This is an optimization exercise on Yosys and OpenROAD, whose aim is small area, not a production implementation. Only simulation tests tie the RTL to the original design; equivalence was not proved.

==> inputs of v21 <==
==> flow/design.v <==
module security
		#(
			parameter	MAIN_MEM_ADDR = 14,
			parameter	CACHE_ADDR = 7,
			parameter 	PREG_PROTECT_LOW = 384,
			parameter 	PREG_PROTECT_HIGH = 767
		)
		(
			input clock,
			input reset,
			input [MAIN_MEM_ADDR-1:0]	mainmem_address,
			input [CACHE_ADDR-1:0]		cache_address,
			input 						MemoryAccess,
			input 						cache_hit,
			input 						cache_miss,
			output	reg					IRQ,
			output	wire				VVV_STATE
		);
localparam	NLINES = 2**CACHE_ADDR;
localparam	IDLE      = 3'b000,
			FIRST_A   = 3'b001,
			FIRST_V   = 3'b010,
			SECOND_VVH = 3'b011,
			SECOND_XAM = 3'b100,	 
			SECOND_AVM = 3'b101,
			ATTACK    = 3'b111;
assign VVV_STATE = 1'b0;
wire attack_space = (mainmem_address < PREG_PROTECT_LOW) | (mainmem_address > PREG_PROTECT_HIGH);
localparam	HI = CACHE_ADDR - CACHE_ADDR/2;
localparam	LO = CACHE_ADDR/2;
localparam	NAOI = (NLINES + 2) / 3;
wire [(2**HI)-1:0] rsel_n;
wire [(2**LO)-1:0] csel_n;
wire [NLINES-1:0]  sel;
wire [3*NLINES-1:0] REG_STATES_w;
wire [3*NAOI-1:0]  rd_n;
genvar gi, gj, gb;
generate
	for (gi = 0; gi < 2**HI; gi = gi + 1) begin : g_row
		assign rsel_n[gi] = ~((MemoryAccess & (cache_address[CACHE_ADDR-1:LO] == gi)) | reset);
	end
	for (gj = 0; gj < 2**LO; gj = gj + 1) begin : g_col
		assign csel_n[gj] = ~((cache_address[LO-1:0] == gj) | reset);
	end
	for (gi = 0; gi < 2**HI; gi = gi + 1) begin : g_sr
		for (gj = 0; gj < 2**LO; gj = gj + 1) begin : g_sc
			security_nor2 u_sel (.a(rsel_n[gi]), .b(csel_n[gj]), .y(sel[gi*(2**LO)+gj]));
		end
	end
	for (gb = 0; gb < 3; gb = gb + 1) begin : g_rb
		for (gi = 0; gi < NAOI; gi = gi + 1) begin : g_ra
			security_aoi222 u_rd (
				.a1(sel[3*gi]),
				.a2(REG_STATES_w[3*(3*gi)+gb]),
				.b1((3*gi+1 < NLINES) ? sel[(3*gi+1) % NLINES] : 1'b0),
				.b2((3*gi+1 < NLINES) ? REG_STATES_w[3*((3*gi+1) % NLINES)+gb] : 1'b0),
				.c1((3*gi+2 < NLINES) ? sel[(3*gi+2) % NLINES] : 1'b0),
				.c2((3*gi+2 < NLINES) ? REG_STATES_w[3*((3*gi+2) % NLINES)+gb] : 1'b0),
				.y(rd_n[gb*NAOI+gi]));
		end
	end
endgenerate
reg [3*NLINES-1:0] REG_STATES;
assign REG_STATES_w = REG_STATES;
reg [2:0] state;
reg [2:0] next_state;
wire [2:0] d = reset ? IDLE : next_state;
always @* begin
	state[0] = ~&rd_n[0*NAOI +: NAOI];
	state[1] = ~&rd_n[1*NAOI +: NAOI];
	state[2] = ~&rd_n[2*NAOI +: NAOI];
end
generate
	for (gi = 0; gi < NLINES; gi = gi + 1) begin : g_line
		always @(posedge clock)
			if (sel[gi])
				REG_STATES[3*gi +: 3] <= d;
	end
endgenerate
always @* begin
	case (state)
	IDLE:       next_state = attack_space ? FIRST_A : FIRST_V;
	FIRST_A:    next_state = attack_space ? (cache_hit  ? SECOND_XAM : IDLE)
	                                      : (cache_miss ? SECOND_AVM : IDLE);
	FIRST_V:    next_state = attack_space ? (cache_miss ? SECOND_XAM : IDLE)
	                                      : (cache_hit  ? SECOND_VVH : IDLE);
	SECOND_VVH: next_state = (attack_space ? cache_miss : cache_hit) ? ATTACK : IDLE;
	SECOND_XAM: next_state = (!attack_space & cache_miss) ? ATTACK : IDLE;
	SECOND_AVM: next_state = (!attack_space | cache_miss) ? ATTACK : IDLE;
	default:    next_state = IDLE;
	endcase
end
always @(posedge clock, posedge reset)
	if (reset)
		IRQ <= 1'b0;
	else
		IRQ <= (next_state == ATTACK);
endmodule
module security_nor2 (input a, input b, output y);
assign y = ~(a | b);
endmodule
module security_aoi222 (input a1, input a2, input b1, input b2, input c1, input c2, output y);
assign y = ~((a1 & a2) | (b1 & b2) | (c1 & c2));
endmodule
==> flow/run.sh <==
#!/bin/bash
# synth_recipe.tcl (not shown) runs the flow's synth.tcl, then flattens the netlist and writes it again
# the make line also repeats each setting of config.mk as NAME=value (left out here)
make -C /OpenROAD-flow-scripts/flow DESIGN_CONFIG=/design/flow/config.mk WORK_HOME=/design/flow/orfs CLKGATE_MAP_FILE= SYNTH_SCRIPT=/design/flow/synth_recipe.tcl finish
==> flow/config.mk <==
export PLATFORM = sky130hd
export DESIGN_NAME = security
export DESIGN_NICKNAME = security
export VERILOG_FILES = /design/flow/design.v
export SDC_FILE = /design/flow/constraint.sdc
export NUM_CORES = 4
export LEC_CHECK = 0
export CAP_MARGIN = 20
export CORE_MARGIN = 2
export CORE_UTILIZATION = 40
export SLEW_MARGIN = 20
export SYNTH_HIERARCHICAL = 1
export SYNTH_MINIMUM_KEEP_SIZE = 0
==> flow/constraint.sdc <==
create_clock -name core_clock -period 6.0 [get_ports {clock}]
set_input_delay 1.2000 -clock core_clock [delete_from_list [all_inputs] [get_ports {clock}]]
set_output_delay 1.2000 -clock core_clock [all_outputs]
set_load 0.01 [all_outputs]
==> inputs of v24, as changes to v21 <==
==> flow/design.v, changed modules only <==
module security
		#(
			parameter	MAIN_MEM_ADDR = 14,
			parameter	CACHE_ADDR = 7,
			parameter 	PREG_PROTECT_LOW = 384,
			parameter 	PREG_PROTECT_HIGH = 767
		)
		(
			input clock,
			input reset,
			input [MAIN_MEM_ADDR-1:0]	mainmem_address,
			input [CACHE_ADDR-1:0]		cache_address,
			input 						MemoryAccess,
			input 						cache_hit,
			input 						cache_miss,
			output	reg					IRQ,
			output	wire				VVV_STATE
		);
localparam	NLINES = 2**CACHE_ADDR;
localparam	IDLE      = 3'b000,
			FIRST_A   = 3'b001,
			FIRST_V   = 3'b010,
			SECOND_VVH = 3'b011,
			SECOND_XAM = 3'b100,	 
			SECOND_AVM = 3'b101,
			ATTACK    = 3'b111;
assign VVV_STATE = 1'b0;
wire attack_space = (mainmem_address < PREG_PROTECT_LOW) | (mainmem_address > PREG_PROTECT_HIGH);
localparam	HI = CACHE_ADDR - CACHE_ADDR/2;
localparam	LO = CACHE_ADDR/2;
localparam	NAOI3 = NLINES / 3;
localparam	NAOI = (NLINES + 2) / 3;
wire [(2**HI)-1:0] rsel_n;
wire [(2**LO)-1:0] csel_n;
wire [NLINES-1:0]  sel;
wire [3*NLINES-1:0] REG_STATES_w;
wire [3*NAOI-1:0]  rd_n;
genvar gi, gj, gb;
generate
	for (gi = 0; gi < 2**HI; gi = gi + 1) begin : g_row
		assign rsel_n[gi] = ~((MemoryAccess & (cache_address[CACHE_ADDR-1:LO] == gi)) | reset);
	end
	for (gj = 0; gj < 2**LO; gj = gj + 1) begin : g_col
		assign csel_n[gj] = ~((cache_address[LO-1:0] == gj) | reset);
	end
	for (gi = 0; gi < 2**HI; gi = gi + 1) begin : g_sr
		for (gj = 0; gj < 2**LO; gj = gj + 1) begin : g_sc
			security_nor2 u_sel (.a(rsel_n[gi]), .b(csel_n[gj]), .y(sel[gi*(2**LO)+gj]));
		end
	end
	for (gb = 0; gb < 3; gb = gb + 1) begin : g_rb
		for (gi = 0; gi < NAOI3; gi = gi + 1) begin : g_ra
			security_aoi222 u_rd (
				.a1(sel[3*gi]),   .a2(REG_STATES_w[3*(3*gi)+gb]),
				.b1(sel[3*gi+1]), .b2(REG_STATES_w[3*(3*gi+1)+gb]),
				.c1(sel[3*gi+2]), .c2(REG_STATES_w[3*(3*gi+2)+gb]),
				.y(rd_n[gb*NAOI+gi]));
		end
		if (NLINES % 3 == 2) begin : g_r2
			security_aoi22 u_rd (
				.a1(sel[NLINES-2]), .a2(REG_STATES_w[3*(NLINES-2)+gb]),
				.b1(sel[NLINES-1]), .b2(REG_STATES_w[3*(NLINES-1)+gb]),
				.y(rd_n[gb*NAOI+NAOI3]));
		end
		if (NLINES % 3 == 1) begin : g_r1
			assign rd_n[gb*NAOI+NAOI3] = ~(sel[NLINES-1] & REG_STATES_w[3*(NLINES-1)+gb]);
		end
	end
endgenerate
reg [3*NLINES-1:0] REG_STATES;
assign REG_STATES_w = REG_STATES;
reg [2:0] state;
reg [2:0] next_state;
wire [2:0] d = reset ? IDLE : next_state;
always @* begin
	state[0] = ~&rd_n[0*NAOI +: NAOI];
	state[1] = ~&rd_n[1*NAOI +: NAOI];
	state[2] = ~&rd_n[2*NAOI +: NAOI];
end
generate
	for (gi = 0; gi < NLINES; gi = gi + 1) begin : g_line
		always @(posedge clock)
			if (sel[gi])
				REG_STATES[3*gi +: 3] <= d;
	end
endgenerate
always @* begin
	case (state)
	IDLE:       next_state = attack_space ? FIRST_A : FIRST_V;
	FIRST_A:    next_state = attack_space ? (cache_hit  ? SECOND_XAM : IDLE)
	                                      : (cache_miss ? SECOND_AVM : IDLE);
	FIRST_V:    next_state = attack_space ? (cache_miss ? SECOND_XAM : IDLE)
	                                      : (cache_hit  ? SECOND_VVH : IDLE);
	SECOND_VVH: next_state = (attack_space ? cache_miss : cache_hit) ? ATTACK : IDLE;
	SECOND_XAM: next_state = (!attack_space & cache_miss) ? ATTACK : IDLE;
	SECOND_AVM: next_state = (!attack_space | cache_miss) ? ATTACK : IDLE;
	default:    next_state = IDLE;
	endcase
end
always @(posedge clock, posedge reset)
	if (reset)
		IRQ <= 1'b0;
	else
		IRQ <= (next_state == ATTACK);
endmodule
module security_aoi22 (input a1, input a2, input b1, input b2, output y);
assign y = ~((a1 & a2) | (b1 & b2));
endmodule
==> flow/flow/run.sh (new file) <==
#!/bin/bash
# Own layout flow: the standard flow (standard.sh, standard synthesis unchanged) with
# - synthesis buffers removed at floorplan instead of pre-placement timing repair
#   (sizing is left to the placement-aware repair steps),
# - input/output port buffers of the smallest buffer cell (resized later by repair_design),
# - clock tree from clkbuf_8 cells without dummy loads,
# - power (area) recovery on paths with positive slack after global routing.
set -euo pipefail
export REMOVE_ABC_BUFFERS=1
export BUFFER_PORTS_ARGS="-buffer_cell sky130_fd_sc_hd__buf_1"
export CTS_ARGS="-sink_clustering_enable -repair_clock_nets -buf_list sky130_fd_sc_hd__clkbuf_8 -sink_clustering_size 18 -sink_clustering_max_diameter 50 -dont_use_dummy_load"
export RECOVER_POWER=100
bash standard.sh > standard_flow.log 2>&1
==> flow/standard.sh (new file) <==
#!/bin/bash
# synth_recipe.tcl (not shown) runs the flow's synth.tcl, then flattens the netlist and writes it again
# the make line also repeats each setting of config.mk as NAME=value (left out here)
make -C /OpenROAD-flow-scripts/flow DESIGN_CONFIG=/design/flow/config.mk WORK_HOME=/design/flow/orfs CLKGATE_MAP_FILE= SYNTH_SCRIPT=/design/flow/synth_recipe.tcl "${@:-finish}"
Settings changed: CAP_MARGIN 20 to 10, CORE_UTILIZATION 40 to 55, CTS_BUF_LIST from default to sky130_fd_sc_hd__clkbuf_8, CTS_CLUSTER_DIAMETER from default to 50, CTS_CLUSTER_SIZE from default to 16, GPL_TIMING_DRIVEN from default to 0, SLEW_MARGIN 20 to 10.
removed: flow/run.sh
==> inputs of v28, as changes to v21 <==
Settings changed: CTS_BUF_LIST from default to sky130_fd_sc_hd__clkbuf_8, CTS_CLUSTER_DIAMETER from default to 60, CTS_CLUSTER_SIZE from default to 12, GPL_TIMING_DRIVEN from default to 0.
==> flow_summary.yaml <==
clock_network:
  insertion_delay_ps: 610
status:
  status: "complete, no violations"
floorplanning:
  num_rows: 58
timing:
  finalCritPeriodShare_pct: 95.7
The numbers above come from v24.

==> flow_summary.yaml <==
floorplanning:
  num_rows: 68
clock_network:
  insertion_delay_ps: 530
yosys:
  synth_area_leaders: "edfxtp_1 82%, a222oi_1 9.2%, nor2_1 3.6%"
status:
  status: "complete, no violations"
The numbers above come from v21.

==> flow_summary.yaml <==
status:
  status: "complete, no violations"
yosys:
  syn_inst: 769
floorplanning:
  num_rows: 68
critical_path:
  worstSetupPathType: "in -> reg"
clock_network:
  insertion_delay_ps: 570
The numbers above come from v28.

-- what the ideal ports hide --
Ports are ideal in the flow. The routed layouts listed here were re-timed in OpenROAD.
Step 1: set_driving_cell puts a clkbuf_16 on clock and a buf_2 on each other input, an assumption about the parent block.
Step 2 adds t to the input delays and takes it off the output delays; t is the mean of the earliest and latest rising clock arrival at the registers after step 1. Input paths then give back, and output paths get back, about the clock's delay inside the block.
Slacks: ideal / step 1 / step 2; pairs: ideal / step 1.
run	t (ns)	setup slack, ns	worst setup path at the end	latest minus earliest clock arrival (ns)	slew at the worst register clock pin (ns)
v21	0.570	0.757 / 0.782 / 0.212	input to register	0.022 / 0.022	0.06 / 0.06
v24	0.615	0.255 / 0.271 / -0.345	input to register	0.073 / 0.073	0.11 / 0.11
v28	0.597	0.281 / 0.302 / -0.295	input to register	0.027 / 0.028	0.08 / 0.08
Met with ideal ports but missed after step 2: setup timing in v24 and v28. The setup slack of v24, which loses most, moves by +0.016 ns with the drivers and by -0.600 ns with both steps.
